Background: an optimization exercise with open tools, aiming at small area, a short achievable clock period and few clock cycles per item. Do not read the settings as production practice. RTL that was checked went through simulation tests only; none was proved equivalent to the original. Function not checked in runs 5 to 8: the RTL went through the layout flow alone. Power figures rest on the tool's default switching activity, not on a simulated workload.

**design/flow/config.mk**
```make
export PLATFORM = sky130hd
export DESIGN_NAME = minisys_ex
export DESIGN_NICKNAME = minisys_ex
export VERILOG_FILES = /design/flow/design.v
export SDC_FILE = /design/flow/constraint.sdc
export NUM_CORES = 4
export LEC_CHECK = 0
export CAP_MARGIN = 40
export CORE_MARGIN = 2
export CORE_UTILIZATION = 40
export SETUP_SLACK_MARGIN = 4.5
export SLEW_MARGIN = 45
export SYNTH_HIERARCHICAL = 1
```
**design/flow/constraint.sdc**
```tcl
create_clock -name core_clock -period 14.0 [get_ports {clock}]
set_input_delay 2.8000 -clock core_clock [delete_from_list [all_inputs] [get_ports {clock}]]
set_output_delay 2.8000 -clock core_clock [all_outputs]
set_load 0.01 [all_outputs]
```
**design/flow/design.v**
```verilog
module skadd #(parameter N = 32) (
  input [N-1:0] a,
  input [N-1:0] b,
  input ci,
  output [N-1:0] s,
  output [N-1:0] cy,
  output co
);
  localparam M = N + 1;
  localparam LV = (M <= 2) ? 1 : (M <= 4) ? 2 : (M <= 8) ? 3 : (M <= 16) ? 4 : (M <= 32) ? 5 : (M <= 64) ? 6 : 7;
  wire [M-1:0] g [0:LV];
  wire [M-1:0] p [0:LV];
  assign g[0] = {a & b, ci};
  assign p[0] = {a ^ b, 1'b0};
  genvar l, i;
  generate
    for (l = 0; l < LV; l = l + 1) begin : lv
      for (i = 0; i < M; i = i + 1) begin : bt
        if ((i >> l) & 1) begin : nd
          localparam integer J = ((i >> l) << l) - 1;
          assign g[l+1][i] = g[l][i] | (p[l][i] & g[l][J]);
          assign p[l+1][i] = p[l][i] & p[l][J];
        end else begin : ps
          assign g[l+1][i] = g[l][i];
          assign p[l+1][i] = p[l][i];
        end
      end
    end
  endgenerate
  assign s = p[0][N:1] ^ g[LV][N-1:0];
  assign cy = g[LV][N-1:0];
  assign co = g[LV][N];
endmodule
module inc32(
  input [31:0] x,
  input ci,
  output [31:0] y
);
  wire [8:0] bc;
  assign bc[0] = ci;
  genvar k;
  generate
    for (k = 0; k < 8; k = k + 1) begin : blk
      wire [3:0] xs = x[4*k+3:4*k];
      assign bc[k+1] = bc[k] & (&xs);
      assign y[4*k]   = xs[0] ^ bc[k];
      assign y[4*k+1] = xs[1] ^ (bc[k] & xs[0]);
      assign y[4*k+2] = xs[2] ^ (bc[k] & xs[0] & xs[1]);
      assign y[4*k+3] = xs[3] ^ (bc[k] & xs[0] & xs[1] & xs[2]);
    end
  endgenerate
endmodule
`timescale 1ns / 1ps
module minisys_ex(
  input clock,
  input reset,
  input [31:0] instr,
  input [31:0] opcplus4,
  input [31:0] rs_value,
  input [31:0] rt_value,
  input [1:0] fwd_a_sel,
  input [1:0] fwd_b_sel,
  input [31:0] mem_result,
  input [31:0] wb_data,
  output stall,
  output [31:0] alu_result,
  output zero,
  output overflow,
  output div_zero,
  output [4:0] waddr,
  output [31:0] rt_data
);
  wire [5:0] op = instr[31:26];
  wire [5:0] fn = instr[5:0];
  wire [4:0] rt = instr[20:16];
  wire op0   = (op == 6'h00);
  wire rfmt  = op0 | (op == 6'h10);
  wire ifmt  = (op[5:3] == 3'b001);
  wire lfmt  = (op[5:3] == 3'b100);
  wire sfmt  = (op[5:3] == 3'b101);
  wire br    = (op == 6'h04) | (op == 6'h05) |
               ((op == 6'h01) & ((rt == 5'd0) | (rt == 5'd1) | (rt == 5'd17))) |
               (((op == 6'h07) | (op == 6'h06)) & (rt == 5'd0));
  wire aluop1 = rfmt | ifmt;
  wire alusrc = ifmt | lfmt | sfmt;
  wire jal   = (op == 6'h03);
  wire jalr  = op0 & (fn == 6'h09);
  wire mfhi  = op0 & (fn == 6'h10);
  wire mflo  = op0 & (fn == 6'h12);
  wire mthi  = op0 & (fn == 6'h11);
  wire mtlo  = op0 & (fn == 6'h13);
  wire mfc0  = (op == 6'h10) & (fn[5:3] == 3'b000);
  wire sft   = op0 & (fn[5:3] == 3'b000);
  wire mdop  = op0 & (fn[5:2] == 4'b0110);
  wire isdiv = fn[1];
  wire mdsgn = ~fn[0];
  wire usehl = op0 & (fn[5:4] == 2'b01) & ~fn[2];
  wire zext  = (op == 6'h0c) | (op == 6'h0d) | (op == 6'h0e) | (op == 6'h0b);
  assign waddr = (rfmt & ~mfc0) ? instr[15:11] : instr[20:16];
  wire [2:0] exe_lo = ifmt ? op[2:0] : fn[2:0];
  wire [2:0] ctl = aluop1 ? exe_lo : (br ? 3'b010 : 3'b000);
  wire [31:0] a = (fwd_a_sel == 2'b00) ? rs_value : (fwd_a_sel == 2'b01) ? mem_result : wb_data;
  wire [31:0] bf = (fwd_b_sel == 2'b00) ? rt_value : (fwd_b_sel == 2'b01) ? mem_result : wb_data;
  wire [31:0] imm = {{16{instr[15] & ~zext}}, instr[15:0]};
  wire [31:0] b = alusrc ? imm : bf;
  assign rt_data = bf;
  wire sub = ctl[1];
  wire sgn = ~ctl[0];
  wire [32:0] xa = {sgn & a[31], a};
  wire [32:0] xb = {sgn & b[31], b} ^ {33{sub}};
  wire [32:0] sum;
  wire [32:0] cy;
  wire sum_co;
  skadd #(33) alu_add(.a(xa), .b(xb), .ci(sub), .s(sum), .cy(cy), .co(sum_co));
  reg [31:0] lg;
  always @* begin
    case (ctl[1:0])
      2'b00: lg = a & b;
      2'b01: lg = a | b;
      2'b10: lg = a ^ b;
      default: lg = ~(a | b);
    endcase
  end
  wire [31:0] res = ctl[2] ? lg : sum[31:0];
  wire [31:0] hs = xa[31:0] ^ xb[31:0];
  wire [31:0] need = {xa[30:0] | xb[30:0], sub};
  wire zero_as = (hs == need);
  assign zero = ctl[2] ? (lg == 32'd0) : zero_as;
  assign overflow = (ctl == 3'b000) ? ((a[31] == b[31]) & (a[31] != cy[31])) :
                    (ctl == 3'b010) ? ((a[31] != b[31]) & (b[31] != cy[31])) : 1'b0;
  wire v11 = (fn[1:0] == 2'b01);                  
  wire [4:0] amt = v11 ? 5'd0 : (fn[2] ? a[4:0] : instr[10:6]);
  wire big = fn[2] & ~v11 & (|a[31:5]);
  wire left = ~fn[1];
  wire fill = fn[1] & fn[0] & bf[31];
  reg [31:0] brev, srev;
  integer i;
  always @* for (i = 0; i < 32; i = i + 1) brev[i] = bf[31 - i];
  wire [31:0] s0 = left ? brev : bf;
  wire [31:0] s1 = amt[0] ? {fill, s0[31:1]} : s0;
  wire [31:0] s2 = amt[1] ? {{2{fill}}, s1[31:2]} : s1;
  wire [31:0] s3 = amt[2] ? {{4{fill}}, s2[31:4]} : s2;
  wire [31:0] s4 = amt[3] ? {{8{fill}}, s3[31:8]} : s3;
  wire [31:0] s5 = amt[4] ? {{16{fill}}, s4[31:16]} : s4;
  always @* for (i = 0; i < 32; i = i + 1) srev[i] = s5[31 - i];
  function [36:0] skf;
    input [35:0] x;
    input [35:0] y;
    input ci;
    reg [36:0] g, p, gn, pn;
    integer l, k, j;
    begin
      g = {x & y, ci};
      p = {x ^ y, 1'b0};
      for (l = 0; l < 6; l = l + 1) begin
        gn = g; pn = p;
        for (k = 0; k < 37; k = k + 1)
          if ((k >> l) & 1) begin
            j = ((k >> l) << l) - 1;
            gn[k] = g[k] | (p[k] & g[j]);
            pn[k] = p[k] & p[j];
          end
        g = gn; p = pn;
      end
      skf = {g[36], (x ^ y) ^ g[35:0]};
    end
  endfunction
  reg [31:0] hi, lo, m;
  reg [4:0] cnt;
  reg dtop, dv, msg, sbr, fq, fr, div0, bprev, mfix;
  wire stepping = (cnt != 5'd0);
  wire fixing = fq | fr;
  wire busy = stepping | fixing;
  wire bz = (bf == 32'd0);
  wire sa = mdsgn & a[31];
  wire sb = mdsgn & bf[31];
  wire issue = mdop & ~busy & ~(isdiv & bz);
  wire fixc = ~stepping & fixing;
  assign stall = busy & usehl;
  assign div_zero = (mdop & isdiv) ? bz : div0;
  wire [31:0] nx = fixc ? (fq ? hi : lo) : a;
  wire ns = fixc | (mdop & isdiv & sa);
  wire [31:0] nu;
  inc32 neg_inc(.x(nx ^ {32{ns}}), .ci(ns), .y(nu));
  wire corr = mfix & (cnt == 5'd1);
  wire [3:0] mb = lo[3:0] & {4{~corr}};
  wire [33:0] mx = {{2{msg & m[31]}}, m};
  wire [2:0] bd0 = {mb[1], mb[0], bprev};
  wire [2:0] bd1 = {mb[3], mb[2], mb[1]};
  wire one0 = bd0[1] ^ bd0[0];
  wire two0 = (bd0 == 3'b100) | (bd0 == 3'b011);
  wire one1 = bd1[1] ^ bd1[0];
  wire two1 = (bd1 == 3'b100) | (bd1 == 3'b011);
  wire [33:0] pp0 = (({34{one0}} & mx) | ({34{two0}} & {mx[32:0], 1'b0})) ^ {34{bd0[2]}};
  wire [33:0] pp1 = (({34{one1}} & mx) | ({34{two1}} & {mx[32:0], 1'b0})) ^ {34{bd1[2]}};
  wire [35:0] x0 = {{4{hi[31]}}, hi};
  wire [35:0] x1 = {{2{pp0[33]}}, pp0};
  wire [35:0] x2 = {pp1, bd1[2], bd1[2]};
  wire [35:0] sv = x0 ^ x1 ^ x2;
  wire [35:0] cv = (x0 & x1) | (x0 & x2) | (x1 & x2);
  wire [36:0] maccf = skf(sv, {cv[34:0], bd1[2]}, bd0[2]);
  wire [35:0] macc = maccf[35:0];
  wire [31:0] mhi = corr ? macc[31:0] : macc[35:4];
  wire [31:0] mlo = corr ? lo : {macc[3:0], lo[31:4]};
  wire [32:0] me = sbr ? {1'b1, m} : ~{1'b0, m};
  wire [32:0] w1 = {lo, dtop};
  wire [36:0] f1 = skf({3'b000, w1}, {3'b000, me}, ~sbr);
  wire [32:0] t1 = f1[32:0];
  wire c1 = f1[33];
  wire [31:0] r1 = c1 ? t1[31:0] : w1[31:0];
  wire [32:0] w2 = {r1, hi[31]};
  wire [36:0] f2 = skf({3'b000, w2}, {3'b000, me}, ~sbr);
  wire [32:0] t2 = f2[32:0];
  wire c2 = f2[33];
  wire [31:0] r2 = c2 ? t2[31:0] : w2[31:0];
  wire [32:0] w3 = {r2, hi[30]};
  wire [36:0] f3 = skf({3'b000, w3}, {3'b000, me}, ~sbr);
  wire [32:0] t3 = f3[32:0];
  wire c3 = f3[33];
  wire [31:0] r3 = c3 ? t3[31:0] : w3[31:0];
  always @(posedge clock) begin
    if (reset) begin
      hi <= 32'd0; lo <= 32'd0; cnt <= 5'd0; fq <= 1'b0; fr <= 1'b0; div0 <= 1'b0;
    end else begin
      if (mdop & isdiv) div0 <= bz;
      if (stepping) begin
        cnt <= cnt - 5'd1;
        if (dv) begin
          dtop <= hi[29];
          hi <= {hi[28:0], c1, c2, c3};
          lo <= r3;
        end else begin
          hi <= mhi;
          lo <= mlo;
          bprev <= mb[3] | (bprev & corr);
        end
      end else if (fixing) begin
        if (fq) begin hi <= nu; fq <= 1'b0; end
        else begin lo <= nu; fr <= 1'b0; end
      end else if (issue) begin
        m <= bf;
        dv <= isdiv;
        msg <= ~isdiv & mdsgn;
        sbr <= isdiv & sb;
        bprev <= 1'b0;
        mfix <= ~isdiv & ~mdsgn & a[31];
        if (isdiv) begin
          cnt <= 5'd11;
          dtop <= 1'b0;
          hi <= nu;
          lo <= 32'd0;
          fq <= sa ^ sb;
          fr <= sa;
        end else begin
          cnt <= (~mdsgn & a[31]) ? 5'd9 : 5'd8;
          hi <= 32'd0;
          lo <= nu;
        end
      end else if (mthi) begin
        hi <= nu;
      end else if (mtlo) begin
        lo <= nu;
      end
    end
  end
  wire slt = (ctl[2:1] == 2'b01) & aluop1 & ~(~ifmt & (fn[5:3] == 3'b100));
  wire s_hi = mfhi;
  wire s_lo = mflo;
  wire s_lui = ifmt & (op[2:0] == 3'b111);
  wire s_shl = sft & left & ~big;
  wire s_shr = sft & ~left & ~big;
  wire s_fill = sft & ~left & big & fill;
  wire s_slt = slt & ~sft & ~mflo;
  wire s_pc = jal | jalr;
  wire s_res = ~(s_hi | s_lo | s_lui | sft | s_slt | s_pc);
  assign alu_result = ({32{s_hi}} & hi) | ({32{s_lo}} & lo) | ({32{s_lui}} & {instr[15:0], 16'd0}) |
                      ({32{s_shl}} & srev) | ({32{s_shr}} & s5) | {32{s_fill}} |
                      {31'd0, s_slt & sum[32]} | ({32{s_pc}} & opcplus4) | ({32{s_res}} & res);
endmodule
```
**design/flow/flow/run.sh**
```bash
#!/bin/bash
set -euo pipefail
export BUFFER_PORTS_ARGS="-buffer_cell sky130_fd_sc_hd__buf_2"
bash standard.sh finish > standard_make.log 2>&1
```
**design/flow/standard.sh**
```bash
#!/bin/bash
# synth_recipe.tcl (not shown) runs the flow's synth.tcl, then flattens the netlist and writes it again
# the make line also repeats each setting of config.mk as NAME=value (left out here)
make -C /OpenROAD-flow-scripts/flow DESIGN_CONFIG=/design/flow/config.mk WORK_HOME=/design/flow/orfs CLKGATE_MAP_FILE= SYNTH_SCRIPT=/design/flow/synth_recipe.tcl "${@:-finish}"
```
==> impl_metrics.json, run 1 <==
{
  "hold_violations": 0,
  "grt_max_degree": 66,
  "setup_viol": 0,
  "place.port_buffers": 265,
  "ir_drop_mv": 0.158,
  "final_core_util": 0.477,
  "die_w_um": 260,
  "antenna_found_initial": 12,
  "finalWorstPathRequiredPeriod_ns": 10.63,
  "layout_setup_ws_ns": 3.37,
  "nFillCells": 6499,
  "core_um2": 64600,
  "hold_slack_ns": 0.499,
  "cp.arrival_ns": 7.83,
  "synth_area_per_cell_um2": 7.92,
  "critPathMaxFanout": 7,
  "first_iter_violations": 3412,
  "clockBufferDepth": 2,
  "ant_nets": 0,
  "start_util": 0.405,
  "fin_crit_sh": 0.759,
  "first_global_vias": 27185,
  "area_growth_pct": 17.7,
  "path_clk_slew_ns": 0.07,
  "viasPerCell": 6.52,
  "route.final.wire_length_mm": 131,
  "syn_inst": 3303,
  "p_leak_nw": 13.1,
  "multi_input_area_um2": 23200,
  "dr.pass1.iters": 6,
  "yosysWarnings": 8,
  "startpoint_type": "input port",
  "seqCellArea_um2": 2580,
  "cts_hold_buf": 0,
  "nNetsFinal": 4061,
  "slew_violations": 0,
  "netlist_area_um2": 26200,
  "required_ns": 11.20,
  "crit_type": "input port to output pin",
  "row_count": 93,
  "hold_path.class": "register to register",
  "synth.net_count": 3844,
  "final_cell_mix": "279 x ha_1, 254 x buf_2, 231 x nand2_1, 211 x xnor2_1, 203 x nor2_1",
  "ios": 271,
  "cts_buffers": 9,
  "cts_sinks": 110,
  "wl_per_cell_um": 29.9,
  "dp_hpwl_mm": 105,
  "clk_latency_ns": 0.38,
  "cts-root-buf": "clkbuf_16",
  "slew_headroom": 0.400,
  "power_density_nw_per_um2": 255,
  "num_vias": 28596,
  "outcome": "finished clean",
  "cts_tree": "yes",
  "dp_slack_ns": 2.40,
  "gp_congestion": 1.07,
  "drive_gt1_frac": 0.225,
  "post-route-drc-count": 0,
  "rsz0062_at_grt": "yes",
  "grt-ovfl-total": 0,
  "htreeDepth": 3,
  "tightest_slew_ns": 0.901,
  "fin_skew_ns": 0.0164,
  "grt_pass1_wl_mm": 186,
  "tns_ns": 0,
  "die_area_um2": 67500,
  "end_kind": "output pin",
  "final_common_cell": "ha_1",
  "drv_cap": 0,
  "grt.total_usage": 0.378,
  "p_total_mw": 7.86,
  "die_h_um": 260,
  "max_freq_mhz": 94.1
}
-- path summary, 6_finish.rpt --
check / from / endpoint / slack [ns] / depth (start not counted)
worst min register to register: cnt[4] / cnt[4] / 0.50 / 2
worst max-delay path: instr[26] / alu_result[0] / 3.37 / 25
worst max register to register: sbr / lo[30] / 4.92 / 35
worst min-delay path: cnt[4] / cnt[4] / 0.50 / 2
-- worst max-delay path, stage by stage --
cell and delay (ns):
buf_12 0.11, or4_4 0.53, or3_4 0.37, a31oi_4 0.21, o21ai_4 0.15, buf_12 0.19
xnor2_4 0.20, inv_2 0.07, ha_4 0.23, a21oi_4 0.16, nor2_2 0.05, a211oi_2 0.32
o211ai_2 0.16, o31a_4 0.37, a221o_1 0.36, nand2_2 0.10, nand2b_4 0.06, fa_2 0.35
xor2_2 0.16, nand2_1 0.08, nor3_2 0.05, a21oi_2 0.13, nand3_1 0.08, a211o_1 0.37
buf_6 0.16
-- stage by stage --
| step | instance area (um2) | instances |
|---|---|---|
| floorplan | 26300 | 3303 |
| global placement | 28400 | 4289 |
| detailed placement | 28600 | 4293 |
| CTS | 30100 | 4354 |
| global route | 30800 | 4383 |
| finish | 30800 | 4388 |
-- flip-flops by register name, summed over array words and instances, names as in the netlist, 5 cells and up --
register / cells
cnt: 5
hi: 32
lo: 32
m: 32
-- per-layer routing --
layer | up-vias | GRT usage | wire length, um
met5 | - | 0 | 41
met4 | 6 | 0.332 | 14200
met1 | 13656 | 0.440 | 48000
met2 | 1748 | 0.584 | 55900
li1 | 12724 | - | -
met3 | 462 | 0.0876 | 13300
-- final cells by class --
cell class	count	area share
Multi-Input combinational cell	2776	0.755
Timing Repair Buffer	415	0.0902
Sequential cell	110	0.0839
Tap cell	855	0.0348
Inverter	208	0.0259
Clock buffer	9	0.00732
Clock inverter	7	0.00228
Antenna cell	8	0.000650
-- timing repair --
| action | CTS | global route |
|---|---|---|
| setup buffers | 41 | 23 |
| gates cloned | 4 | 1 |
| pin swaps | 43 | 38 |
| setup endpoints to repair | 67 | 67 |
| resized for setup | 157 | 69 |
-- where the power goes --
part	switching [mW]	total, mW	internal (mW)
combinational	4.14	6.97	2.84
clock	0.145	0.272	0.126
sequential	0.202	0.614	0.412
Testbench counts, summed over its fixed seeds: cycles 20,197, instructions 12,000.
==> run 2, diff against run 1 <==
--- a/design/flow/config.mk
+++ b/design/flow/config.mk
@@ -8,6 +8,6 @@
 export CAP_MARGIN = 40
 export CORE_MARGIN = 2
 export CORE_UTILIZATION = 40
-export SETUP_SLACK_MARGIN = 4.5
+export SETUP_SLACK_MARGIN = 4
 export SLEW_MARGIN = 45
 export SYNTH_HIERARCHICAL = 1
==> impl_metrics.json, run 2 <==
{
  "layout_setup_ws_ns": 3.11,
  "startpoint_type": "input port",
  "hold_end": "cnt[4]",
  "cts-root-buf": "clkbuf_16",
  "first_global_vias": 26670,
  "hold_violations": 0,
  "area_growth_pct": 16.6,
  "critPathBufInv": 9,
  "final_core_util": 0.472,
  "slew_headroom": 0.403,
  "fin_skew_ns": 0.0277,
  "required_ns": 11.20,
  "ant_nets": 0,
  "grt_max_degree": 88,
  "die_h_um": 260,
  "wl_per_cell_um": 29.3,
  "place.port_buffers": 265,
  "cts_hold_buf": 0,
  "cp.arrival_ns": 8.09,
  "post_dp_cell_area_um2": 28600,
  "drive_gt1_frac": 0.219,
  "core_um2": 64600,
  "syn_inst": 3303,
  "hold_start": "cnt[4]",
  "synth_area_per_cell_um2": 7.92,
  "rr_startpoint": "m[12]",
  "row_count": 93,
  "r2r-end": "lo[0]",
  "slowest_delay_ns": 0.53,
  "ios": 271,
  "max_freq_mhz": 91.8,
  "rsz0062_at_grt": "yes",
  "final_cell_mix": "275 x ha_1, 257 x buf_2, 233 x nand2_1, 214 x xnor2_1",
  "die_area_um2": 67500,
  "grt_pass1_wl_mm": 183,
  "viasPerCell": 6.50,
  "hold_path.class": "register to register",
  "finalWorstPathRequiredPeriod_ns": 10.89,
  "critPathMaxFanout": 7,
  "tightest_slew_ns": 0.895,
  "dp_slack_ns": 2.34,
  "route.met2.wl_mm": 56.0,
  "start_util": 0.405,
  "drv_cap": 0,
  "antenna_found_initial": 9,
  "path_clk_slew_ns": 0.10,
  "cts_tree": "yes",
  "synth.net_count": 3844,
  "dr.pass1.iters": 6,
  "setup_viol": 0,
  "first_iter_violations": 3328,
  "power_density_nw_per_um2": 259,
  "tns_ns": 0,
  "biggestRegsByFlops": "hi (32), lo (32), m (32)",
  "netlist_area_um2": 26200,
  "ir_drop_mv": 0.143,
  "p_leak_nw": 13.0,
  "cts_buffers": 9,
  "gp_congestion": 1.05,
  "dp_hpwl_mm": 102,
  "slew_violations": 0,
  "grt-ovfl-total": 0,
  "post-route-drc-count": 0,
  "path_delay_family": "compound AO/OA/AOI/OAI gates",
  "r2r_slack_ns": 4.41,
  "num_vias": 28451,
  "final_common_cell": "ha_1",
  "grt.total_usage": 0.367,
  "yosysWarnings": 8,
  "outcome": "finished clean",
  "end_kind": "output pin",
  "route.final.wire_length_mm": 128,
  "routed.top_layer": "met5",
  "crit_type": "input port to output pin",
  "cts_sinks": 110,
  "met3_length_mm": 11.6,
  "nNetsFinal": 4049,
  "reg2reg_depth": 32,
  "hold_path_depth": 2,
  "die_w_um": 260,
  "drt-met1-wl_mm": 48.7,
  "htreeDepth": 3,
  "fin_area_um2": 30500,
  "worst_path_max_delay_cell": "or4_4",
  "clockBufferDepth": 2,
  "fin_crit_sh": 0.778,
  "clk_latency_ns": 0.41
}
==> run 2: stage by stage <==
step                      hold slack (ns)  instances  total power, mW
after global placement              0.478       4295             7.19
after detailed placement            0.478       4298             7.20
final                               0.496       4375             7.90
after floorplan                     0.443       3303             5.42
after CTS                           0.495       4353             7.68
after global routing                0.510       4370             8.46
==> run 2: final cells by class <==
type	instances	area, um2
Antenna cell	7	17.5
Clock inverter	7	76.3
Tap cell	855	1070
Sequential cell	110	2580
Clock buffer	9	225
Timing Repair Buffer	404	2580
Fill cell	6514	34100
Multi-Input combinational cell	2775	23200
Inverter	208	791
==> run 2: power by group <==
group / total, mW / switching [mW] / internal [mW]
logic: 7.00 / 4.16 / 2.84
clock network: 0.288 / 0.159 / 0.128
registers: 0.613 / 0.201 / 0.412
total: 7.90 / 4.52 / 3.38
==> run 2: metal layers <==
| layer | global-route usage | up-vias |
|---|---|---|
| met3 | 0.0639 | 442 |
| met5 | 0 | - |
| met1 | 0.445 | 13638 |
| met2 | 0.580 | 1691 |
| met4 | 0.277 | 6 |
| li1 | - | 12674 |
==> run 2: worst min-delay path: cells and delay by family, from the launching register on <==
family           cells  cell delay, ns
AND/OR/NAND/NOR      1            0.07
flip-flops           1            0.36
AO/OA/AOI/OAI        1            0.04
==> run 2: worst max path at each step <==
stage                         start       endpoint  slack [ns]  cells past startpoint
final                     instr[29]       overflow        3.11                     26
after global routing      instr[29]  alu_result[0]        3.09                     25
after CTS                 instr[29]  alu_result[0]        3.25                     25
after detailed placement  instr[26]  alu_result[0]        2.34                     26
after global placement    instr[26]  alu_result[0]        2.24                     26
after floorplan           instr[28]  alu_result[0]        3.55                     27
==> run 2: repair_timing <==
item,in CTS,in global routing
pin swaps,57,53
resized for setup,126,80
buffers inserted,37,14
setup endpoints to repair,65,57
gates cloned,2,0
==> run 3, diff against run 2 <==
--- a/design/flow/design.v
+++ b/design/flow/design.v
@@ -106,12 +106,14 @@
   assign rt_data = bf;
   wire sub = ctl[1];
   wire sgn = ~ctl[0];
-  wire [32:0] xa = {sgn & a[31], a};
-  wire [32:0] xb = {sgn & b[31], b} ^ {33{sub}};
-  wire [32:0] sum;
-  wire [32:0] cy;
-  wire sum_co;
-  skadd #(33) alu_add(.a(xa), .b(xb), .ci(sub), .s(sum), .cy(cy), .co(sum_co));
+  wire [31:0] sadd;
+  wire [31:0] cadd;
+  wire coadd;
+  skadd #(32) alu_add(.a(a), .b(b), .ci(1'b0), .s(sadd), .cy(cadd), .co(coadd));
+  wire [32:0] ssub;
+  wire [32:0] csub;
+  wire cosub;
+  skadd #(33) alu_sub(.a({sgn & a[31], a}), .b(~{sgn & b[31], b}), .ci(1'b1), .s(ssub), .cy(csub), .co(cosub));
   reg [31:0] lg;
   always @* begin
     case (ctl[1:0])
@@ -121,13 +123,11 @@
       default: lg = ~(a | b);
     endcase
   end
-  wire [31:0] res = ctl[2] ? lg : sum[31:0];
-  wire [31:0] hs = xa[31:0] ^ xb[31:0];
-  wire [31:0] need = {xa[30:0] | xb[30:0], sub};
-  wire zero_as = (hs == need);
-  assign zero = ctl[2] ? (lg == 32'd0) : zero_as;
-  assign overflow = (ctl == 3'b000) ? ((a[31] == b[31]) & (a[31] != cy[31])) :
-                    (ctl == 3'b010) ? ((a[31] != b[31]) & (b[31] != cy[31])) : 1'b0;
+  wire zero_add = ((a ^ b) == {a[30:0] | b[30:0], 1'b0});
+  wire zero_sub = (a == b);
+  assign zero = ctl[2] ? (lg == 32'd0) : (sub ? zero_sub : zero_add);
+  assign overflow = (ctl == 3'b000) ? ((a[31] == b[31]) & (a[31] != cadd[31])) :
+                    (ctl == 3'b010) ? ((a[31] != b[31]) & (b[31] != csub[31])) : 1'b0;
   wire v11 = (fn[1:0] == 2'b01);                  
   wire [4:0] amt = v11 ? 5'd0 : (fn[2] ? a[4:0] : instr[10:6]);
   wire big = fn[2] & ~v11 & (|a[31:5]);
@@ -273,7 +273,12 @@
   wire s_slt = slt & ~sft & ~mflo;
   wire s_pc = jal | jalr;
   wire s_res = ~(s_hi | s_lo | s_lui | sft | s_slt | s_pc);
-  assign alu_result = ({32{s_hi}} & hi) | ({32{s_lo}} & lo) | ({32{s_lui}} & {instr[15:0], 16'd0}) |
+  wire s_add = s_res & ~ctl[2] & ~sub;
+  wire s_sub = s_res & ~ctl[2] & sub;
+  wire s_lg = s_res & ctl[2];
+  wire [31:0] early = ({32{s_hi}} & hi) | ({32{s_lo}} & lo) | ({32{s_lui}} & {instr[15:0], 16'd0}) |
                       ({32{s_shl}} & srev) | ({32{s_shr}} & s5) | {32{s_fill}} |
-                      {31'd0, s_slt & sum[32]} | ({32{s_pc}} & opcplus4) | ({32{s_res}} & res);
+                      ({32{s_pc}} & opcplus4) | ({32{s_lg}} & lg);
+  assign alu_result = early | ({32{s_add}} & sadd) | ({32{s_sub}} & ssub[31:0]) |
+                      {31'd0, s_slt & ssub[32]};
 endmodule
==> impl_metrics.json, run 3 <==
{
  "first_iter_violations": 3999,
  "biggestRegsByFlops": "hi (32), lo (32), m (32)",
  "cts-root-buf": "clkbuf_16",
  "ios": 271,
  "grt.total_usage": 0.359,
  "nFillCells": 6791,
  "drive_gt1_frac": 0.217,
  "final_common_cell": "nand2_1",
  "fin_skew_ns": 0.0170,
  "cp.arrival_ns": 7.43,
  "die_w_um": 263,
  "finalWorstPathRequiredPeriod_ns": 10.23,
  "synth.net_count": 4046,
  "pwr-share-clk": 0.037,
  "rsz0062_at_grt": "yes",
  "clk_latency_ns": 0.39,
  "p_comb_frac": 0.885,
  "hold_path.class": "register to register",
  "ant_nets": 0,
  "yosysWarnings": 9,
  "row_count": 95,
  "final_cells": 4619,
  "core_um2": 66900,
  "cts_tree": "yes",
  "die_area_um2": 69300,
  "p_sw_mw": 4.49,
  "crit_type": "input port to output pin",
  "viasPerCell": 6.48,
  "drv_cap": 0,
  "ir_drop_mv": 0.182,
  "netlist_area_um2": 26900,
  "crit_path_cell_trace": "buf_12 -> mux2_4 -> mux2i_4 -> buf_12 -> clkinvlp_4 -> a21boi_4 -> inv_2 -> ha_4 -> o21a_1 -> o211ai_2 -> a211oi_2 -> nor2_2 -> inv_2 -> a2111o_1 -> a21o_1 -> a21oi_2 -> o21bai_2 -> fa_1 -> nand2_1 -> nand3_2 -> a311oi_4 -> o221ai_2 -> buf_2",
  "layout_setup_ws_ns": 3.77,
  "cts_buffers": 9,
  "htreeDepth": 3,
  "slowest_delay_ns": 0.49,
  "slew_headroom": 0.414,
  "p_leak_nw": 13.6,
  "tightest_slew_ns": 0.854,
  "cts_sinks": 110,
  "route.final.wire_length_mm": 129,
  "sw_frac_of_total": 0.575,
  "max_freq_mhz": 97.8,
  "dp_hpwl_mm": 103,
  "slew_violations": 0,
  "grt_pass1_wl_mm": 188,
  "final_cell_mix": "398 x nand2_1, 274 x ha_1, 259 x buf_2, 228 x nor2_1, 195 x o21ai_0",
  "p_int_mw": 3.31,
  "p_seq_frac": 0.077,
  "path_clk_slew_ns": 0.08,
  "worst_path_max_delay_cell": "a2111o_1",
  "nNetsFinal": 4285,
  "dp_slack_ns": 2.23,
  "num_vias": 29933,
  "fin_crit_sh": 0.731,
  "place_inst": 4501,
  "wl_per_cell_um": 28.0,
  "antenna_found_initial": 4,
  "place.port_buffers": 265,
  "post-route-drc-count": 0,
  "syn_inst": 3500,
  "power_density_nw_per_um2": 245,
  "area_growth_pct": 18.1,
  "grt_max_degree": 68,
  "r2r_slack_ns": 4.57,
  "dr.pass1.iters": 9,
  "end_kind": "output pin",
  "die_h_um": 263,
  "required_ns": 11.20,
  "fin_area_um2": 31800,
  "start_util": 0.402,
  "first_global_vias": 27999,
  "post_dp_cell_area_um2": 29300,
  "p_total_mw": 7.80,
  "clockBufferDepth": 2,
  "grt-ovfl-total": 0,
  "setup_viol": 0,
  "startpoint_type": "input port",
  "outcome": "finished clean",
  "synth_area_per_cell_um2": 7.68,
  "tns_ns": 0,
  "gp_congestion": 1.05,
  "hold_violations": 0,
  "critPathMaxFanout": 5
}
[run 3: final timing paths]
check | from | endpoint | cells after the start
worst max-delay path | fwd_b_sel[0] | alu_result[31] | 23
worst min-delay path | cnt[4] | cnt[4] | 1
worst max register to register | sbr | lo[25] | 33
worst min register to register | cnt[4] | cnt[4] | 1
[run 3: timing repair]
action	in CTS	in global routing
resized for setup	194	71
hold buffers	0	0
endpoints found under the setup margin	62	50
pin swaps	42	43
buffers inserted	65	28
cloned	4	1
[run 3: worst max-delay path: cells and delay by family]
family / cells / cell delay [ns]
compound gates: 10 / 2.24
mux: 2 / 0.48
fa+ha+maj: 2 / 0.65
buf+inv: 6 / 0.84
simple gates: 3 / 0.41
[run 3: through the flow]
stage | hold WS, ns | utilization
final | 0.527 | 0.475
after global routing | 0.551 | 0.475
after CTS | 0.519 | 0.464
after detailed placement | 0.505 | 0.437
after global placement | 0.476 | 0.436
after floorplan | 0.465 | -
[run 3: power by group through the flow]
stage	Combinational (mW)	Sequential, mW	Clock (mW)
floorplan	4.87	0.503	0
global placement	6.50	0.597	0
detailed placement	6.51	0.598	0
CTS	6.69	0.591	0.293
global route	7.49	0.607	0.302
finish	6.90	0.604	0.291
[run 3: per-layer routing]
metal / up-vias / part of all wire / GRT usage
li1: 13419 / - / -
met1: 14377 / 0.40 / 0.467
met4: 0 / 0.080 / 0.242
met5: - / 0 / 0
met2: 1780 / 0.43 / 0.555
met3: 357 / 0.090 / 0.0479
[run 3: final cells by class]
cell class              count  area, um2  area share
multi-input cells        2998      24100       0.758
repair buffers            438       2940      0.0926
flip-flops and latches    110       2580      0.0813
well taps                 873       1090      0.0344
inverters                 181        727      0.0229
clock buffers              10        229     0.00721
clock inverters             6       88.8     0.00280
repair inverters            1       11.3    0.000354
diodes                      2       5.00    0.000158
Testbench counts of run 3, summed over its fixed seeds: cycles 20,197, instructions 12,000.
==> run 4, diff against run 3 <==
--- a/design/flow/config.mk
+++ b/design/flow/config.mk
@@ -10,4 +10,3 @@
 export CORE_UTILIZATION = 40
 export SETUP_SLACK_MARGIN = 4
 export SLEW_MARGIN = 45
-export SYNTH_HIERARCHICAL = 1
==> impl_metrics.json, run 4 <==
{
  "outcome": "finished clean",
  "htreeDepth": 3,
  "ys_seq_area_frac": 0.0991,
  "grt_max_degree": 70,
  "gp_congestion": 1.08,
  "tightest_slew_ns": 0.870,
  "crit_type": "input port to output pin",
  "drv_cap": 0,
  "post-route-drc-count": 0,
  "reg2reg_depth": 34,
  "route.final.wire_length_mm": 135,
  "cts_sinks": 110,
  "dp_hpwl_mm": 108,
  "final_cells": 4433,
  "p_leak_nw": 12.8,
  "worstSetupEndpoint": "alu_result[22]",
  "synth_edf_count": 38,
  "fin_skew_ns": 0.0250,
  "synthArstFlopShare": 0,
  "yosys-top-cells-area": "ha_1 12%, xnor2_1 8.3%, mux2i_1 7.2%",
  "syn_inst": 3389,
  "r2r_slack_ns": 4.24,
  "grt_pass1_wl_mm": 191,
  "first_global_vias": 26877,
  "final_common_cell": "nand2_1",
  "synth_seq_cells": 110,
  "first_iter_violations": 3475,
  "nFillCells": 6632,
  "tns_ns": 0,
  "ys_types": 108,
  "nNetsFinal": 4083,
  "ios": 271,
  "final_core_util": 0.468,
  "cp.arrival_ns": 7.22,
  "worst_path_max_delay_cell": "or3_1",
  "start_util": 0.404,
  "fin_crit_sh": 0.716,
  "slew_headroom": 0.414,
  "critPathMaxFanout": 10,
  "path_clk_slew_ns": 0.09,
  "netlist_area_um2": 26000,
  "layout_setup_ws_ns": 3.98,
  "synth_area_leader_cell": "ha_1",
  "drive_gt1_frac": 0.201,
  "die_w_um": 259,
  "wl_per_cell_um": 30.6,
  "crit_path_cell_trace": "buf_16 -> buf_12 -> buf_12 -> mux2_2 -> mux2i_2 -> nand4_1 -> nor3_1 -> a41oi_1 -> and2_1 -> or3_1 -> nor2_4 -> a22oi_1 -> nand4_1 -> buf_2",
  "cts_tree": "yes",
  "crit_start": "fwd_a_sel[0]",
  "synth.net_count": 3902,
  "finalWorstPathRequiredPeriod_ns": 10.02,
  "place_inst": 4355,
  "core_um2": 64500,
  "slew_violations": 0,
  "place.port_buffers": 265,
  "r2r-end": "hi[0]",
  "fin_area_um2": 30200,
  "post_dp_cell_area_um2": 28300,
  "die_h_um": 259,
  "biggestRegsByFlops": "hi (32), lo (32), m (32)",
  "startpoint_type": "input port",
  "grt-ovfl-total": 0,
  "max_freq_mhz": 99.8,
  "die_area_um2": 67200,
  "rsz0062_at_grt": "yes",
  "dr.pass1.iters": 7,
  "ys.flop_type": "dfxtp_1",
  "grt.total_usage": 0.389,
  "synth_most_common_cell": "nand2_1",
  "synth_area_per_cell_um2": 7.69,
  "slowest_delay_ns": 0.59,
  "rr_startpoint": "sbr",
  "synthDominantCellAreaShare": 0.122,
  "cts_hold_buf": 0,
  "antenna_found_initial": 7,
  "clk_latency_ns": 0.40,
  "ys_top_cells_by_count": "338 x nand2_1, 273 x a21oi_1, 255 x nor2_1",
  "row_count": 93,
  "ant_nets": 0,
  "ir_drop_mv": 0.174,
  "yosysWarnings": 3,
  "end_kind": "output pin",
  "power_density_nw_per_um2": 250,
  "area_growth_pct": 15.9,
  "hold_path.class": "register to register",
  "viasPerCell": 6.50,
  "dp_slack_ns": 2.52,
  "hold_violations": 0,
  "setup_viol": 0,
  "required_ns": 11.20,
  "clockBufferDepth": 2,
  "num_vias": 28795,
  "cts-root-buf": "clkbuf_16",
  "cts_buffers": 9,
  "final_cell_mix": "335 x nand2_1, 261 x buf_2, 257 x a21oi_1, 243 x nor2_1, 234 x ha_1"
}
[run 4: changes by cell type in the layout (fill, tap and decap cells not counted), moves of 40 or more]
cell	change
a21oi_1	+87
buf_4	-44
ha_1	-40
nand2_1	-63
o21ai_0	-47
xor2_1	-59
[run 4: cell type report]
type	count	area, um2	share of cell area
Inverter	173	678	0.0225
Clock buffer	9	225	0.00746
Antenna cell	3	7.51	0.000249
Sequential cell	110	2580	0.0856
Timing Repair Buffer	398	2660	0.0882
Clock inverter	7	88.8	0.00294
Multi-Input combinational cell	2878	22900	0.758
Tap cell	855	1070	0.0354
[run 4: stage by stage]
stage / hold WS, ns / total power [mW]
after floorplan: 0.475 / 5.27
after global placement: 0.503 / 6.90
after detailed placement: 0.504 / 6.92
after CTS: 0.519 / 7.33
after global routing: 0.578 / 8.15
final: 0.525 / 7.55
[run 4: power by group]
| group | switching, mW | internal (mW) |
|---|---|---|
| registers | 0.208 | 0.413 |
| clock network | 0.161 | 0.132 |
| logic | 3.99 | 2.66 |
[run 4: worst min-delay path by stage]
stage                     startpoint  endpoint  slack (ns)  cells after the start
after floorplan                   fr        fr        0.47                      2
after global placement        cnt[4]    cnt[4]        0.50                      2
after detailed placement      cnt[4]    cnt[4]        0.50                      2
after CTS                     cnt[4]    cnt[4]        0.52                      2
after global routing          cnt[4]    cnt[4]        0.58                      2
final                         cnt[4]    cnt[4]        0.52                      2
[run 4: cells by family after synthesis]
logic type	Yosys count	synth area share
AO/OA/AOI/OAI	1051	0.273
AND/OR/NAND/NOR	895	0.160
buffers and inverters	402	0.0632
XOR/XNOR	340	0.114
adder cells (fa/ha/maj)	315	0.169
multiplexers	276	0.121
flip-flops	110	0.0991
[run 4: critical path: cells and delay by family]
family / cells / cell delay, ns
buffers and inverters: 4 / 0.54
AND/OR/NAND/NOR: 6 / 2.49
multiplexers: 2 / 0.74
AO/OA/AOI/OAI: 2 / 0.61
[run 4: routing by layer]
metal	global-route usage	wire length (um)	vias to the layer above
met3	0.0750	13100	409
met4	0.301	12800	6
met2	0.590	57100	1743
li1	-	-	12839
met5	0	50	-
met1	0.485	52500	13798
[run 4: what timing repair did]
item / CTS / global route
buffers inserted: 22 / 29
gates resized for setup: 133 / 123
endpoints found under the setup margin: 65 / 47
pin swaps: 16 / 28
gates cloned: 3 / 5
==> run 5, diff against run 4 <==
--- a/design/flow/design.v
+++ b/design/flow/design.v
@@ -130,7 +130,11 @@
                     (ctl == 3'b010) ? ((a[31] != b[31]) & (b[31] != csub[31])) : 1'b0;
   wire v11 = (fn[1:0] == 2'b01);                  
   wire [4:0] amt = v11 ? 5'd0 : (fn[2] ? a[4:0] : instr[10:6]);
-  wire big = fn[2] & ~v11 & (|a[31:5]);
+  wire a_hi_rs = |rs_value[31:5];
+  wire a_hi_mem = |mem_result[31:5];
+  wire a_hi_wb = |wb_data[31:5];
+  wire a_hi = (fwd_a_sel == 2'b00) ? a_hi_rs : (fwd_a_sel == 2'b01) ? a_hi_mem : a_hi_wb;
+  wire big = fn[2] & ~v11 & a_hi;
   wire left = ~fn[1];
   wire fill = fn[1] & fn[0] & bf[31];
   reg [31:0] brev, srev;
==> impl_metrics.json, run 5 <==
{
  "hold_violations": 0,
  "cts_buffers": 9,
  "pwr-share-clk": 0.034,
  "die_area_um2": 67500,
  "r2r_slack_ns": 4.32,
  "die_h_um": 260,
  "crit_start": "instr[31]",
  "busiest_layer": "met2",
  "max_freq_mhz": 99.9,
  "route.final.wire_length_mm": 133,
  "dp_hpwl_mm": 105,
  "start_util": 0.405,
  "grt-ovfl-total": 0,
  "setup_viol": 0,
  "worstSetupEndpoint": "alu_result[31]",
  "biggestRegsByFlops": "hi (32), lo (32), m (32)",
  "cp.arrival_ns": 7.21,
  "grt_util_met2": 0.565,
  "outcome": "finished clean",
  "yosys-top-cells-area": "ha_1 12%, mux2i_1 6.9%, xnor2_1 6.8%",
  "ios": 271,
  "synth_simple_gate_area_frac": 0.171,
  "rr_startpoint": "m[4]",
  "htreeDepth": 3,
  "synth.area.mux_share": 0.114,
  "use_met1": 0.463,
  "grt_max_degree": 68,
  "p_comb_frac": 0.890,
  "p_int_mw": 3.48,
  "hold_path.class": "register to register",
  "ant_nets": 0,
  "startpoint_type": "input port",
  "reg2reg_depth": 33,
  "synth.net_count": 3969,
  "sw_frac_of_total": 0.583,
  "clk_latency_ns": 0.39,
  "viasPerCell": 6.67,
  "drive_gt1_frac": 0.197,
  "hold_path_depth": 2,
  "drv_cap": 0,
  "fin_crit_sh": 0.715,
  "ys_top_cells_by_count": "311 x a21oi_1, 309 x nor2_1, 268 x nand2_1",
  "synth_edf_count": 38,
  "antenna_found_initial": 9,
  "die_w_um": 260,
  "yosysWarnings": 3,
  "slew_violations": 0,
  "synthAdderAreaFrac": 0.168,
  "power_density_nw_per_um2": 273,
  "core_um2": 64600,
  "synth-compound-area-share": 0.279,
  "first_iter_violations": 4058,
  "ys_types": 101,
  "ir_drop_mv": 0.176,
  "cts_tree": "yes",
  "synth_area_per_cell_um2": 7.57,
  "crit_type": "input port to output pin",
  "p_sw_mw": 4.86,
  "grt.total_usage": 0.379,
  "synth_area_leader_cell": "ha_1",
  "required_ns": 11.20,
  "met3_usage": 0.102,
  "synth_seq_cells": 110,
  "first_global_vias": 27617,
  "cts_sinks": 110,
  "dr.pass1.iters": 11,
  "clockBufferDepth": 2,
  "place_inst": 4432,
  "final_cells": 4512,
  "ys_seq_area_frac": 0.0987,
  "tightest_slew_ns": 0.896,
  "post-route-drc-count": 0,
  "wl_per_cell_um": 29.6,
  "row_count": 93,
  "fin_area_um2": 30600,
  "num_vias": 30100,
  "end_kind": "output pin",
  "netlist_area_um2": 26200,
  "synth-xor-area-share": 0.106,
  "r2r-end": "lo[4]",
  "rsz0062_at_grt": "yes",
  "final_common_cell": "nor2_1",
  "place.port_buffers": 265,
  "tns_ns": 0,
  "ys.flop_type": "dfxtp_1",
  "grt_pass1_wl_mm": 189,
  "synth_most_common_cell": "a21oi_1",
  "syn_inst": 3456,
  "synthDominantCellAreaShare": 0.122,
  "p_leak_nw": 13.1,
  "synth_top_family_by_area": "compound AO/OA/AOI/OAI gates",
  "fin_skew_ns": 0.0168,
  "synthArstFlopShare": 0,
  "cts_hold_buf": 0,
  "area_growth_pct": 17.0,
  "gp_congestion": 1.09,
  "nNetsFinal": 4159,
  "cts-root-buf": "clkbuf_16",
  "path_clk_slew_ns": 0.08,
  "p_seq_frac": 0.077,
  "final_cell_mix": "300 x nor2_1, 283 x a21oi_1, 265 x nand2_1, 258 x buf_2, 235 x ha_1",
  "post_dp_cell_area_um2": 28500,
  "slew_headroom": 0.403,
  "critPathMaxFanout": 7,
  "finalWorstPathRequiredPeriod_ns": 10.01
}
[run 5: changes by cell type after synthesis, sizes merged, moves of 17 or more]
cell,before,now
nand2,339,269
nor2,257,311
xnor2,248,203
a21oi,273,313
nand3,48,84
o21ai,211,179
clkbuf,138,164
a221o,17,40
xor2,92,115
a21o,60,43
buf,91,74
[run 5: cell families (layout without fill, tap and decap cells)]
family | after synthesis | count (layout)
XOR/XNOR | 318 | 318
buffers and inverters | 417 | 610
flip-flops | 110 | 110
adder cells (fa/ha/maj) | 315 | 315
AND/OR/NAND/NOR | 959 | 961
AO/OA/AOI/OAI | 1073 | 1073
other | 0 | 6
multiplexers | 264 | 264
[run 5: per-layer routing]
metal / part of all wire / routed length, um
met4: 0.098 / 13100
met5: 0.00020 / 27
met1: 0.37 / 49300
met2: 0.41 / 55000
met3: 0.12 / 16000
[run 5: metrics by stage]
step	total power [mW]	worst slack [ns]	utilization	hold slack (ns)
final	8.35	3.99	0.474	0.537
after global routing	8.93	3.89	0.474	0.559
after CTS	8.08	4.00	0.461	0.510
after detailed placement	7.63	2.08	0.441	0.495
after global placement	7.58	2.02	0.440	0.488
after floorplan	5.80	4.00	-	0.445
[run 5: what timing repair did]
action                     4_1_cts  5_1_grt
setup endpoints to repair       60       44
gates resized for setup        142       88
pin swaps                       24       31
buffers inserted                20       26
gates cloned                     6        4
[run 5: layout make-up]
type,instances,area (um2)
diodes,6,15.0
clock buffers,9,225
clock inverters,7,81.3
fillers,6499,34000
inverters,179,672
multi-input cells,2931,23100
flip-flops and latches,110,2580
well taps,855,1070
repair buffers,415,2860
[run 5: critical path: stages]
cell      delay (ns)
buf_4           0.14
nor2_4          0.21
nor2_4          0.11
buf_12          0.15
o21ai_4         0.29
ha_4            0.27
or4_4           0.51
or3_4           0.43
nor3_4          0.16
o31ai_4         0.11
a32o_2          0.28
o21ba_4         0.21
o21bai_4        0.18
fa_1            0.45
a221oi_2        0.26
o21ai_1         0.12
nor2_1          0.17
o221ai_2        0.16
buf_2           0.19
[run 5: power groups by stage]
stage	clock network, mW	registers [mW]	logic [mW]
after floorplan	0	0.514	5.29
after global placement	0	0.629	6.95
after detailed placement	0	0.628	7.01
after CTS	0.284	0.621	7.17
after global routing	0.293	0.635	8.00
final	0.283	0.639	7.42
[run 5: worst min path at each step]
stage / startpoint / endpoint / slack [ns]
5_1_grt: cnt[4] / cnt[4] / 0.56
2_1_floorplan: cnt[4] / cnt[4] / 0.45
6_report: cnt[4] / cnt[4] / 0.54
3_3_place_gp: cnt[4] / cnt[4] / 0.49
4_1_cts: cnt[4] / cnt[4] / 0.51
3_5_place_dp: cnt[4] / cnt[4] / 0.50
==> run 6, diff against run 5 <==
--- a/design/flow/config.mk
+++ b/design/flow/config.mk
@@ -8,5 +8,5 @@
 export CAP_MARGIN = 40
 export CORE_MARGIN = 2
 export CORE_UTILIZATION = 40
-export SETUP_SLACK_MARGIN = 4
+export SETUP_SLACK_MARGIN = 4.5
 export SLEW_MARGIN = 45
==> impl_metrics.json, run 6 <==
{
  "viasPerCell": 6.60,
  "area_growth_pct": 21.8,
  "core_um2": 64600,
  "power_density_nw_per_um2": 270,
  "gp_congestion": 1.07,
  "p_leak_nw": 13.6,
  "synth.area.mux_share": 0.114,
  "antenna_found_initial": 3,
  "synth.net_count": 3969,
  "pwr-share-clk": 0.034,
  "layout_setup_ws_ns": 3.85,
  "p_int_mw": 3.67,
  "synth_simple_gate_area_frac": 0.171,
  "hold_start": "cnt[4]",
  "path_delay_family": "compound AO/OA/AOI/OAI gates",
  "r2r-end": "lo[1]",
  "synth_area_per_cell_um2": 7.57,
  "row_count": 93,
  "first_global_vias": 27945,
  "grt_pass1_wl_mm": 195,
  "p_seq_frac": 0.074,
  "cts-root-buf": "clkbuf_16",
  "ios": 271,
  "reg2reg_depth": 35,
  "outcome": "finished clean",
  "biggestRegsByFlops": "hi (32), lo (32), m (32)",
  "cts_tree": "yes",
  "drv_cap": 0,
  "tightest_slew_ns": 0.886,
  "startpoint_type": "input port",
  "die_h_um": 260,
  "grt.total_usage": 0.392,
  "syn_inst": 3456,
  "dr.pass1.iters": 9,
  "path_clk_slew_ns": 0.08,
  "grt_max_degree": 68,
  "num_vias": 30237,
  "wl_per_cell_um": 30.1,
  "final_common_cell": "nor2_1",
  "synth_edf_count": 38,
  "synthArstFlopShare": 0,
  "finalWorstPathRequiredPeriod_ns": 10.15,
  "rr_startpoint": "sbr",
  "ant_nets": 0,
  "hold_end": "cnt[4]",
  "fin_crit_sh": 0.725,
  "cts_buffers": 9,
  "synthDominantCellAreaShare": 0.122,
  "crit_type": "input port to output pin",
  "ys_seq_area_frac": 0.0987,
  "synth_top_family_by_area": "compound AO/OA/AOI/OAI gates",
  "ys_top_cells_by_count": "311 x a21oi_1, 309 x nor2_1, 268 x nand2_1",
  "die_w_um": 260,
  "htreeDepth": 3,
  "start_util": 0.405,
  "slew_headroom": 0.409,
  "place.port_buffers": 265,
  "cp.arrival_ns": 7.35,
  "ys.flop_type": "dfxtp_1",
  "setup_viol": 0,
  "crit_path_cell_trace": "bufbuf_16 -> mux2i_1 -> o21a_1 -> a21oi_1 -> ha_1 -> or4_1 -> nor3_4 -> o31ai_4 -> a32o_2 -> o21ba_4 -> o21bai_4 -> fa_2 -> a221oi_2 -> o21ai_1 -> nor2_1 -> o221ai_2 -> buf_2",
  "slew_violations": 0,
  "hold_path_depth": 2,
  "grt-ovfl-total": 0,
  "first_iter_violations": 4226,
  "dp_hpwl_mm": 107,
  "hold_violations": 0,
  "max_freq_mhz": 98.5,
  "ys_types": 101,
  "yosys-top-cells-area": "ha_1 12%, mux2i_1 6.9%, xnor2_1 6.8%",
  "fin_skew_ns": 0.0183,
  "r2r_slack_ns": 4.80,
  "slowest_delay_ns": 0.53,
  "p_sw_mw": 4.95,
  "ir_drop_mv": 0.208,
  "dp_slack_ns": 2.22,
  "post-route-drc-count": 0,
  "p_comb_frac": 0.893,
  "worst_path_max_delay_cell": "or4_1",
  "critPathMaxFanout": 10,
  "synth_area_leader_cell": "ha_1",
  "cts_sinks": 110,
  "netlist_area_um2": 26200,
  "clk_latency_ns": 0.40,
  "rsz0062_at_grt": "yes",
  "yosysWarnings": 3,
  "tns_ns": 0,
  "synth-xor-area-share": 0.106,
  "synth_seq_cells": 110,
  "drive_gt1_frac": 0.228,
  "hold_path.class": "register to register",
  "sw_frac_of_total": 0.574,
  "final_cell_mix": "297 x nor2_1, 271 x a21oi_1, 266 x nand2_1, 259 x buf_2, 233 x ha_1",
  "synth-compound-area-share": 0.279,
  "clockBufferDepth": 2,
  "route.final.wire_length_mm": 138,
  "nNetsFinal": 4231,
  "synth_most_common_cell": "a21oi_1",
  "die_area_um2": 67500,
  "synthAdderAreaFrac": 0.168,
  "critPathBufInv": 2,
  "end_kind": "output pin",
  "required_ns": 11.20
}
[run 6: cell types whose count changed in the layout (fill, tap and decap cells not counted), sizes merged]
cell	before	now
bufinv	0	1
clkbuf	14	12
o21a	29	30
bufbuf	3	2
clkinvlp	0	1
inv	184	182
buf	407	482
diode	6	1
nor2	312	311
[run 6: worst max path at each step]
| stage | end | depth (start not counted) | startpoint | slack, ns |
|---|---|---|---|---|
| final | alu_result[31] | 17 | fwd_b_sel[0] | 3.85 |
| after global routing | alu_result[31] | 17 | fwd_b_sel[0] | 3.80 |
| after CTS | alu_result[31] | 19 | fwd_b_sel[0] | 3.94 |
| after detailed placement | alu_result[0] | 21 | fwd_b_sel[0] | 2.22 |
| after global placement | alu_result[0] | 21 | fwd_b_sel[0] | 2.34 |
| after floorplan | alu_result[31] | 20 | fwd_b_sel[0] | 4.23 |
[run 6: cell type report]
cell class	instances	area, um2
Clock inverter	7	86.3
Inverter	179	672
Timing Repair Buffer	487	3520
Multi-Input combinational cell	2931	23700
Antenna cell	1	2.50
Clock buffer	9	225
Sequential cell	110	2580
Fill cell	6485	32700
Tap cell	855	1070
[run 6: what timing repair did]
item	in CTS	in global routing
setup buffers	87	36
pin swaps	74	49
resized for setup	232	103
cloned	4	5
hold buffers	0	0
setup endpoints to repair	65	63
endpoints found under the hold margin	0	0
[run 6: power groups by stage]
stage,logic (mW),clock network [mW],registers (mW)
detailed placement,7.03,0,0.626
finish,7.69,0.291,0.634
CTS,7.34,0.292,0.618
global route,8.31,0.303,0.634
global placement,6.98,0,0.626
floorplan,5.30,0,0.514
[run 6: worst register-to-register path: cells and delay by family, from the launching register on]
family          cells  cell delay (ns)
compound gates     14             3.72
fa+ha+maj           3             0.99
simple gates       10             1.94
flops               1             0.50
mux                 2             0.67
xor+xnor            1             0.31
buf+inv             5             1.00
[run 6: cell families after synthesis]
kind of cell | after synthesis
AO/OA/AOI/OAI | 1073
AND/OR/NAND/NOR | 959
buffers and inverters | 417
XOR/XNOR | 318
adder cells (fa/ha/maj) | 315
multiplexers | 264
flip-flops | 110
[run 6: metrics by stage]
step	total power [mW]	area [um2]	cells	hold slack [ns]	util
4_1_cts	8.25	30900	4537	0.509	0.479
5_1_grt	9.25	31900	4579	0.557	0.493
6_report	8.61	31900	4579	0.512	0.493
3_5_place_dp	7.66	28700	4430	0.498	0.444
3_3_place_gp	7.60	28500	4425	0.484	0.441
2_1_floorplan	5.81	26300	3456	0.445	-
[run 6: metal layers]
layer | part of all wire | global-route usage | vias to the layer above
met1 | 0.38 | 0.498 | 14325
met3 | 0.11 | 0.0862 | 474
li1 | - | - | 13332
met2 | 0.42 | 0.587 | 2104
met5 | 0.000094 | 0 | -
met4 | 0.087 | 0.280 | 2
==> run 7, diff against run 6 <==
--- a/design/flow/config.mk
+++ b/design/flow/config.mk
@@ -7,6 +7,6 @@
 export LEC_CHECK = 0
 export CAP_MARGIN = 40
 export CORE_MARGIN = 2
-export CORE_UTILIZATION = 40
-export SETUP_SLACK_MARGIN = 4.5
+export CORE_UTILIZATION = 50
+export SETUP_SLACK_MARGIN = 4
 export SLEW_MARGIN = 45
==> impl_metrics.json, run 7 <==
{
  "finalWorstPathRequiredPeriod_ns": 10.16,
  "pwr-share-clk": 0.034,
  "cp.arrival_ns": 7.36,
  "required_ns": 11.20,
  "yosys-top-cells-area": "ha_1 12%, mux2i_1 6.9%, xnor2_1 6.8%",
  "cts-root-buf": "clkbuf_16",
  "synth_edf_count": 38,
  "post_dp_cell_area_um2": 28300,
  "cts_tree": "yes",
  "crit_start": "fwd_b_sel[0]",
  "final_core_util": 0.593,
  "ios": 271,
  "end_kind": "output pin",
  "max_freq_mhz": 98.4,
  "r2r_slack_ns": 4.13,
  "hold_slack_ns": 0.504,
  "gp_congestion": 1.11,
  "ys_top_cells_by_count": "311 x a21oi_1, 309 x nor2_1, 268 x nand2_1",
  "fin_skew_ns": 0.0144,
  "num_vias": 30763,
  "hold_violations": 0,
  "area_growth_pct": 16.8,
  "final_cell_mix": "301 x nor2_1, 277 x a21oi_1, 266 x nand2_1, 261 x buf_2, 232 x ha_1",
  "startpoint_type": "input port",
  "p_comb_frac": 0.893,
  "synthDominantCellAreaShare": 0.122,
  "nFillCells": 4736,
  "p_seq_frac": 0.073,
  "outcome": "finished clean",
  "place_inst": 4255,
  "final_cells": 4360,
  "path_clk_slew_ns": 0.09,
  "rsz0062_at_grt": "yes",
  "clk_latency_ns": 0.40,
  "viasPerCell": 7.06,
  "grt_pass1_wl_mm": 197,
  "yosysWarnings": 3,
  "power_density_nw_per_um2": 280,
  "wl_per_cell_um": 31.6,
  "critPathMaxFanout": 7,
  "reg2reg_depth": 37,
  "synth.net_count": 3969,
  "critPathBufInv": 10,
  "setup_viol": 0,
  "row_count": 83,
  "cts_sinks": 110,
  "ant_nets": 0,
  "ys_seq_area_frac": 0.0987,
  "dr.pass1.iters": 9,
  "drive_gt1_frac": 0.205,
  "clockBufferDepth": 2,
  "cts_hold_buf": 0,
  "slew_headroom": 0.421,
  "core_um2": 51500,
  "synth_area_per_cell_um2": 7.57,
  "crit_top_cell": "buf_4",
  "p_int_mw": 3.51,
  "hold_end": "cnt[4]",
  "die_h_um": 233,
  "layout_setup_ws_ns": 3.84,
  "tightest_slew_ns": 0.868,
  "final_common_cell": "nor2_1",
  "hold_path_depth": 2,
  "crit_type": "input port to output pin",
  "die_area_um2": 54200,
  "netlist_area_um2": 26200,
  "synth_seq_cells": 110,
  "drv_cap": 0,
  "r2r-end": "lo[19]",
  "slew_violations": 0,
  "p_sw_mw": 5.05,
  "grt.total_usage": 0.493,
  "die_w_um": 233,
  "antenna_found_initial": 8,
  "first_global_vias": 29892,
  "synth_area_leader_cell": "ha_1",
  "ys.flop_type": "dfxtp_1",
  "fin_crit_sh": 0.726,
  "htreeDepth": 3,
  "place.port_buffers": 265,
  "path_delay_family": "compound AO/OA/AOI/OAI gates",
  "synth_most_common_cell": "a21oi_1",
  "rr_startpoint": "sbr",
  "slowest_delay_ns": 0.46,
  "post-route-drc-count": 0,
  "cts_buffers": 9,
  "hold_path.class": "register to register",
  "nNetsFinal": 4183,
  "p_total_mw": 8.56,
  "synthArstFlopShare": 0,
  "biggestRegsByFlops": "hi (32), lo (32), m (32)",
  "route.final.wire_length_mm": 138,
  "tns_ns": 0,
  "grt-ovfl-total": 0,
  "p_leak_nw": 13.2,
  "ir_drop_mv": 0.234,
  "sw_frac_of_total": 0.590,
  "dp_hpwl_mm": 109,
  "grt_max_degree": 68,
  "first_iter_violations": 3944,
  "ys_types": 101,
  "hold_start": "cnt[4]",
  "start_util": 0.508,
  "path_depth": 26,
  "syn_inst": 3456,
  "dp_slack_ns": 2.17,
  "worst_path_max_delay_cell": "fa_1",
  "fin_area_um2": 30500
}
-- run 7: how the worst max path moves through the flow --
stage	to	slack, ns
after floorplan	alu_result[31]	4.00
after global placement	alu_result[0]	2.21
after detailed placement	alu_result[0]	2.17
after CTS	alu_result[31]	3.92
after global routing	alu_result[31]	3.79
final	alu_result[31]	3.84
-- run 7: what timing repair did --
| item | CTS | global route |
|---|---|---|
| gates resized for setup | 197 | 41 |
| pin swaps | 40 | 24 |
| gates cloned | 4 | 1 |
| setup buffers | 63 | 15 |
| endpoints found under the setup margin | 66 | 45 |
-- run 7: area by class of cell --
| cell class | count | area, um2 | share of cell area |
|---|---|---|---|
| well taps | 680 | 851 | 0.0279 |
| clock inverters | 7 | 93.8 | 0.00307 |
| diodes | 5 | 12.5 | 0.000410 |
| repair buffers | 440 | 2940 | 0.0961 |
| inverters | 179 | 676 | 0.0221 |
| flip-flops and latches | 110 | 2580 | 0.0846 |
| clock buffers | 9 | 225 | 0.00737 |
| multi-input cells | 2930 | 23200 | 0.759 |
-- run 7: kinds of logic (layout without fill, tap and decap cells) --
family,count (synthesis),count (layout),synth area share
buffers and inverters,417,635,0.0633
AND/OR/NAND/NOR,959,960,0.171
XOR/XNOR,318,318,0.106
other,0,5,0
multiplexers,264,264,0.114
AO/OA/AOI/OAI,1073,1073,0.279
flip-flops,110,110,0.0987
adder cells (fa/ha/maj),315,315,0.168
-- run 7: layer usage --
metal / routed length [um] / share of wire / vias up / track usage
met5: 14 / 0.00010 / - / 0
met4: 15500 / 0.11 / 2 / 0.442
met3: 16000 / 0.12 / 673 / 0.126
met2: 59100 / 0.43 / 2369 / 0.779
met1: 47100 / 0.34 / 14511 / 0.548
li1: - / - / 13208 / -
-- run 7: worst min-delay path: stages, from the launching register on --
cell and delay, ns:
dfxtp_1 0.36, nand2_1 0.07, a21oi_1 0.04
-- run 7: power groups by stage --
| stage | Combinational (mW) | Clock [mW] | Sequential [mW] |
|---|---|---|---|
| 4_1_cts | 7.27 | 0.288 | 0.607 |
| 6_report | 7.64 | 0.287 | 0.626 |
| 3_5_place_dp | 7.10 | 0 | 0.614 |
| 3_3_place_gp | 6.88 | 0 | 0.611 |
| 5_1_grt | 8.13 | 0.300 | 0.625 |
| 2_1_floorplan | 5.29 | 0 | 0.514 |
==> run 8, diff against run 7 <==
==> design/flow/flow/run.sh (replaced) <==
#!/bin/bash
set -euo pipefail
export BUFFER_PORTS_ARGS="-buffer_cell sky130_fd_sc_hd__buf_1"
bash standard.sh finish > standard_make.log 2>&1
--- a/design/flow/config.mk
+++ b/design/flow/config.mk
@@ -7,6 +7,6 @@
 export LEC_CHECK = 0
 export CAP_MARGIN = 40
 export CORE_MARGIN = 2
-export CORE_UTILIZATION = 50
+export CORE_UTILIZATION = 40
 export SETUP_SLACK_MARGIN = 4
 export SLEW_MARGIN = 45
==> impl_metrics.json, run 8 <==
{
  "grt-ovfl-total": 0,
  "path_clk_slew_ns": 0.09,
  "post-route-drc-count": 0,
  "startpoint_type": "input port",
  "ir_drop_mv": 0.169,
  "required_ns": 11.20,
  "wl_per_cell_um": 30.1,
  "core_um2": 64600,
  "tightest_slew_ns": 0.977,
  "row_count": 93,
  "synth.net_count": 3969,
  "cts_sinks": 110,
  "synthDominantCellAreaShare": 0.122,
  "worst_path_max_delay_cell": "fa_2",
  "ys_types": 101,
  "crit_type": "input port to output pin",
  "path_delay_family": "compound AO/OA/AOI/OAI gates",
  "post_dp_cell_area_um2": 28300,
  "yosys-top-cells-area": "ha_1 12%, mux2i_1 6.9%, xnor2_1 6.8%",
  "place.port_buffers": 265,
  "route.met2.wl_mm": 57.1,
  "yosysWarnings": 3,
  "synthArstFlopShare": 0,
  "tns_ns": 0,
  "first_global_vias": 28137,
  "synth_most_common_cell": "a21oi_1",
  "first_iter_violations": 4092,
  "route.final.wire_length_mm": 137,
  "crit_path_cell_trace": "buf_1 -> mux2_2 -> mux2i_1 -> buf_4 -> o21ai_2 -> ha_1 -> or3_4 -> nor3_4 -> o31ai_4 -> a32o_2 -> o21ba_4 -> o21bai_4 -> fa_2 -> a221oi_2 -> o21ai_2 -> nor2_2 -> o221ai_2 -> buf_2",
  "start_util": 0.405,
  "grt_max_degree": 68,
  "syn_inst": 3456,
  "nNetsFinal": 4197,
  "fin_skew_ns": 0.0149,
  "slew_violations": 0,
  "cts_buffers": 9,
  "synth_seq_cells": 110,
  "synth_area_leader_cell": "ha_1",
  "routed.top_layer": "met5",
  "drt-met1-wl_mm": 52.2,
  "clockBufferDepth": 2,
  "final_common_cell": "nor2_1",
  "die_area_um2": 67500,
  "hold_path.class": "register to register",
  "die_w_um": 260,
  "synth_area_per_cell_um2": 7.57,
  "final_cell_mix": "301 x nor2_1, 284 x a21oi_1, 265 x nand2_1, 245 x buf_1, 232 x ha_1",
  "ys_seq_area_frac": 0.0987,
  "hold_violations": 0,
  "fin_crit_sh": 0.710,
  "end_kind": "output pin",
  "max_freq_mhz": 101,
  "grt.total_usage": 0.391,
  "outcome": "finished clean",
  "cp.arrival_ns": 7.14,
  "synth_edf_count": 38,
  "antenna_found_initial": 5,
  "final_core_util": 0.475,
  "cts_tree": "yes",
  "ant_nets": 0,
  "drv_cap": 0,
  "ys.flop_type": "dfxtp_1",
  "setup_viol": 0,
  "die_h_um": 260,
  "num_vias": 30251,
  "finalWorstPathRequiredPeriod_ns": 9.94,
  "met3_length_mm": 15.4,
  "clk_latency_ns": 0.39,
  "crit_top_cell": "o21ai_2",
  "dp_hpwl_mm": 108,
  "biggestRegsByFlops": "hi (32), lo (32), m (32)",
  "p_leak_nw": 12.6,
  "htreeDepth": 3,
  "ios": 271,
  "slew_headroom": 0.349,
  "gp_congestion": 1.07,
  "power_density_nw_per_um2": 272,
  "fin_area_um2": 30700,
  "ys_top_cells_by_count": "311 x a21oi_1, 309 x nor2_1, 268 x nand2_1",
  "cts-root-buf": "clkbuf_16",
  "viasPerCell": 6.65,
  "slowest_delay_ns": 0.46,
  "area_growth_pct": 17.3,
  "critPathMaxFanout": 6,
  "drive_gt1_frac": 0.144,
  "critPathBufInv": 3,
  "netlist_area_um2": 26200,
  "dr.pass1.iters": 7,
  "rsz0062_at_grt": "no",
  "grt_pass1_wl_mm": 194
}
-- run 8: cell counts after synthesis --
No cell type changed its count.
-- run 8: timing repair --
item                                    CTS  global route
hold endpoints to repair                  0             0
pin swaps                                33            23
gates resized for setup                 198            70
endpoints found under the setup margin   58            48
cloned                                    7             0
hold buffers                              0             0
setup buffers                            58            18
-- run 8: final cells by class --
type                    instances  area (um2)
diodes                          4        10.0
inverters                     179         678
flip-flops and latches        110        2580
multi-input cells            2930       23200
fillers                      6638       33900
clock inverters                 7        88.8
well taps                     855        1070
repair buffers                454        2840
clock buffers                   9         225
-- run 8: final timing paths --
kind	start	to	slack, ns	cells past startpoint
hold reg to reg	cnt[4]	cnt[4]	0.51	2
setup / recovery	mem_result[15]	alu_result[31]	4.06	18
hold / removal	cnt[4]	cnt[4]	0.51	2
setup reg to reg	sbr	lo[19]	4.37	34
-- run 8: cells by family (layout without fill, tap and decap cells) --
group,after synthesis,in the layout,share of synthesized area
AND/OR/NAND/NOR,959,960,0.171
multiplexers,264,264,0.114
XOR/XNOR,318,318,0.106
flip-flops,110,110,0.0987
adder cells (fa/ha/maj),315,315,0.168
other,0,4,0
buffers and inverters,417,649,0.0633
AO/OA/AOI/OAI,1073,1073,0.279
-- run 8: worst reg2reg max path, delay by kind of cell (launching register included) --
| kind | cells | cell delay [ns] |
|---|---|---|
| compound gates | 15 | 4.07 |
| simple gates | 9 | 1.95 |
| fa+ha+maj | 3 | 0.99 |
| buf+inv | 4 | 0.93 |
| mux | 2 | 0.72 |
| flops | 1 | 0.50 |
| xor+xnor | 1 | 0.34 |
-- run 8: through the flow --
step                      cells  setup WS, ns  hold WS [ns]  total power [mW]
after floorplan            3456          4.00         0.445              5.80
after CTS                  4526          3.99         0.498              8.09
after global routing       4545          3.96         0.564              8.97
after detailed placement   4445          2.17         0.484              7.60
after global placement     4439          2.26         0.485              7.57
final                      4548          4.06         0.507              8.33
-- run 8: metal layers --
| layer | track usage | vias to the layer above |
|---|---|---|
| li1 | - | 13261 |
| met1 | 0.490 | 14442 |
| met2 | 0.588 | 2063 |
| met3 | 0.0903 | 483 |
| met4 | 0.285 | 2 |
| met5 | 0 | - |
-- run 8: power by group --
group	internal, mW	switching [mW]
clock	0.144	0.155
sequential	0.418	0.216
combinational	2.92	4.48
total	3.48	4.85

Check on run 8: ideal ports give 4.063 ns setup slack; a clkbuf_16 on the clock port and buf_2 on the inputs give 3.892 ns; moving port delays by the midpoint clock arrival (0.432 ns) as well gives 3.892 ns.
